Background: an optimization exercise with open tools, aiming at small area and a short achievable clock period. Do not read the settings as production practice.
Where RTL was checked, it was by simulation tests only, not by an equivalence proof against the original.
No activity file was given, so power comes from the tool's default toggle rates.

// FPU_top
module FPU_top  #(
    parameter NUM_OP    = 1
)(
    input logic                 i_clk           ,
    input logic                 i_rst_n         ,
    input logic [NUM_OP-1:0]    i_add_sub       ,
    input logic [31:0]          i_32_a          ,
    input logic [31:0]          i_32_b          ,
    output logic [31:0]         o_32_s          ,
    output logic                o_ov_flag       ,
    output logic                o_un_flag
);
logic        w_sa, w_sb, w_sbe, w_eff_sub;
logic [7:0]  w_ea, w_eb;
logic [22:0] w_fa, w_fb;
logic [4:0]  w_dab;
logic [4:0]  w_dba;
logic        w_exp_lt;
logic [4:0]  w_shamt;
logic        w_sh0, w_f_lt, w_f_gt, w_swap2, w_sign, w_near;
logic [7:0]  w_emax;
logic [22:0] w_big, w_small;
logic        w_sel_exp;
logic [1:0]  w_sel_man;
assign w_sa = i_32_a[31];
assign w_sb = i_32_b[31];
assign w_ea = i_32_a[30:23];
assign w_eb = i_32_b[30:23];
assign w_fa = i_32_a[22:0];
assign w_fb = i_32_b[22:0];
assign w_sbe     = w_sb ^ i_add_sub[0];
assign w_eff_sub = w_sa ^ w_sbe;
assign w_dab    = w_ea[4:0] - w_eb[4:0];
assign w_dba    = w_eb[4:0] - w_ea[4:0];
assign w_shamt  = w_exp_lt ? w_dba : w_dab;
logic [7:0] w_e_gt [3:0];
logic [7:0] w_e_lt [3:0];
assign w_e_gt[0] = w_ea & ~w_eb;
assign w_e_lt[0] = ~w_ea & w_eb;
genvar gi;
generate
    for (gi = 0; gi < 3; gi++) begin : GEN_ECMP
        for (genvar gj = 0; gj < (4 >> gi); gj++) begin : GEN_ECMP_NODE
            assign w_e_gt[gi+1][gj] = w_e_gt[gi][2*gj+1] | (~w_e_lt[gi][2*gj+1] & w_e_gt[gi][2*gj]);
            assign w_e_lt[gi+1][gj] = w_e_lt[gi][2*gj+1] | (~w_e_gt[gi][2*gj+1] & w_e_lt[gi][2*gj]);
        end
        assign w_e_gt[gi+1][7:(4 >> gi)] = '0;
        assign w_e_lt[gi+1][7:(4 >> gi)] = '0;
    end
endgenerate
assign w_exp_lt = w_e_lt[3][0];
assign w_emax   = w_exp_lt ? w_eb : w_ea;
assign w_sh0    = (w_ea[4:0] == w_eb[4:0]);
assign w_f_lt   = w_fa < w_fb;
assign w_f_gt   = w_fb < w_fa;
assign w_big    = w_exp_lt ? w_fb : w_fa;
assign w_small  = w_exp_lt ? w_fa : w_fb;
assign w_swap2  = w_eff_sub & w_sh0 & (w_exp_lt ? w_f_gt : w_f_lt);
assign w_sign   = (w_exp_lt | (w_sh0 & w_f_lt)) ? w_sbe : w_sa;
  ...
Size: roughly 1,900 cells after synthesis, about 100 flip-flops.
export LEC_CHECK = 0
export ABC_AREA = 1
export CAP_MARGIN = 20
export CORE_MARGIN = 2
export CORE_UTILIZATION = 40
export PLACE_DENSITY = 0.6
export SLEW_MARGIN = 20
create_clock -name core_clock -period 15.0 [get_ports {i_clk}]
standard.sh (not shown) runs the stock make flow with config.mk's settings and CLKGATE_MAP_FILE= SYNTH_SCRIPT=/design/flow/synth_recipe.tcl, a recipe that flattens the netlist after the stock synthesis.
==> flow/flow/run.sh <==
#!/bin/bash
set -euo pipefail
bash standard.sh SETUP_SLACK_MARGIN=9.3 "BUFFER_PORTS_ARGS=-buffer_cell sky130_fd_sc_hd__buf_2" finish > standard_flow.log 2>&1
The starting point ran to the end with no violations.
Rerun with:
--- a/flow/design.v
+++ b/flow/design.v
@@ -782,40 +782,38 @@
 logic        w_coutf, w_ovf, w_zerof, w_rndf, w_rnd_ovf;
 logic [7:0]  w_expf;
 assign w_A = {1'b1, r_big, 4'b0};
 assign w_sh[0] = {1'b1, r_small, 4'b0} ^ {28{r_eff_sub}};
 generate
     for (gi = 0; gi < 5; gi++) begin : GEN_RSHIFT
         assign w_sh[gi+1] = r_shamt[gi] ? {{(1<<gi){r_eff_sub}}, w_sh[gi][27:(1<<gi)]} : w_sh[gi];
     end
 endgenerate
-logic [27:0] w_Bn;
-assign w_Bn = r_sh0n ? {1'b1, r_small, 4'b0} : {1'b0, 1'b1, r_small, 3'b0};
-assign w_Bf = r_near ? ~w_Bn : w_sh[5];
-logic [27:0] w_Sf;
-assign {w_coutf, w_Sf} = {1'b0, w_A} + {1'b0, w_Bf} + {28'd0, r_eff_sub & ~r_swap2};
-assign w_Rf = w_Sf ^ {28{r_swap2}};
+assign w_Bf = w_sh[5];
+assign {w_coutf, w_Rf} = {1'b0, w_A} + {1'b0, w_Bf} + {28'd0, r_eff_sub};
 assign w_ovf   = ~r_eff_sub & w_coutf;
 assign w_zerof = ~|w_Rf[27:4];
 assign w_Nf = w_ovf ? {1'b1, w_Rf[27:1]} : (w_Rf[27] ? w_Rf : {w_Rf[26:0], 1'b0});
 assign w_rndf    = ~w_zerof & w_Nf[2] & (w_Nf[3] | w_Nf[1] | w_Nf[0]);
 assign w_rnd_ovf = w_rndf & (&w_Nf[27:4]);
 always_comb begin
     if (w_zerof)                  w_expf = 8'h00;
     else if (w_ovf | w_rnd_ovf)   w_expf = r_emax + 8'd1;
     else if (w_Rf[27])            w_expf = r_emax;
     else                          w_expf = r_emax - 8'd1;
 end
-logic [27:0] w_Rn, w_Nn;
+logic [27:0] w_Bn, w_Sn, w_Rn, w_Nn;
 logic [4:0]  w_lz;
 logic        w_zeron;
 logic [7:0]  w_expn;
-assign w_Rn = w_Rf;
+assign w_Bn = r_sh0n ? {1'b1, r_small, 4'b0} : {1'b0, 1'b1, r_small, 3'b0};
+assign w_Sn = w_A + ~w_Bn + {27'd0, ~r_swap2};
+assign w_Rn = w_Sn ^ {28{r_swap2}};
 logic [31:0] w_lzd_in;
 assign w_lzd_in = {w_Rn[27:4], 8'hFF};
 logic [15:0] w_v1;  logic [15:0] w_p1;
 logic [7:0]  w_v2;  logic [1:0]  w_p2 [7:0];
 logic [3:0]  w_v3;  logic [2:0]  w_p3 [3:0];
 logic [1:0]  w_v4;  logic [3:0]  w_p4 [1:0];
 generate
     for (gi = 0; gi < 16; gi++) begin : GEN_LZ1
         assign w_v1[gi] = w_lzd_in[2*gi+1] | w_lzd_in[2*gi];
@@ -837,29 +835,29 @@
 assign w_lz    = w_v4[1] ? {1'b0, w_p4[1]} : {1'b1, w_p4[0]};
 assign w_zeron = ~|w_Rn[27:4];
 logic [27:0] w_ls [5:0];
 assign w_ls[5] = w_Rn;
 generate
     for (gi = 4; gi >= 0; gi--) begin : GEN_LSHIFT
         assign w_ls[gi] = w_lz[gi] ? {w_ls[gi+1][27-(1<<gi):0], {(1<<gi){1'b0}}} : w_ls[gi+1];
     end
 endgenerate
-assign w_Nn = w_ovf ? {1'b1, w_Rn[27:1]} : w_ls[0];
+assign w_Nn = w_ls[0];
 assign w_expn = w_zeron ? 8'h00 : (r_emax - {3'b0, w_lz});
 logic [22:0] w_man_pre;
 logic        w_rnd_sel, w_ov_flag, w_un_flag;
 logic [7:0]  w_exp;
 always_comb begin
     case (r_sel_man)
         2'b01:   begin w_man_pre = 23'd0; w_rnd_sel = 1'b0;  end
         2'b10:   begin w_man_pre = 23'd1; w_rnd_sel = 1'b0;  end
         default: begin
-            w_man_pre = w_Nn[26:4];
+            w_man_pre = r_near ? w_Nn[26:4] : w_Nf[26:4];
             w_rnd_sel = ~r_near & w_rndf;
         end
     endcase
 end
 assign w_exp     = r_sel_exp ? 8'hFF : (r_near ? w_expn : w_expf);
 assign w_ov_flag = ~r_near & (w_ovf | w_rnd_ovf);
 assign w_un_flag = r_near ? ~w_Rn[27] : ~w_Rf[27];
 logic        q_sign, q_rnd;
 logic [7:0]  q_exp;
=> Synthesized cell count rose by 18%; via count increases by 6.4%; final area went down by 2.6%; core utilization decreases by 7.4 points; die area goes up by 13%; setup slack improved by 440 ps; worst hold slack hardly moves; routed wire length rises by 3.1%; count of clock-buffer cells in the layout is lower by 2; total power came out lower by 15%; global-route usage went down by 0.62 points; cell count goes up by 11%.
No functional check of the RTL was part of the first run of this note.

-- port drivers added, routing unchanged --
In the flow no input, the clock included, has a driving cell. The finished layouts below were timed again as built, in two steps. Step 1 assumes that a clkbuf_16 drives the clock port and a buf_2 every other input. Step 2 times the ports against the registers' clock, not the clock port: input delays grow and output delays shrink by t, the midpoint of the rising clock arrivals with the driver on. a / b / c = ideal ports / drivers / drivers and shift; a / b = the first two.
| run | t (ns) | setup slack, ns | worst setup path after step 2 |
|---|---|---|---|
| the first run | 0.408 | 9.061 / 9.012 / 9.285 | input to register |
| the second run | 0.417 | 9.497 / 9.447 / 9.238 | input to register |
After both steps setup and hold are still met in every run listed. For the second run, which loses most, drivers alone change the setup slack by -0.050 ns; drivers and shift together by -0.259 ns.
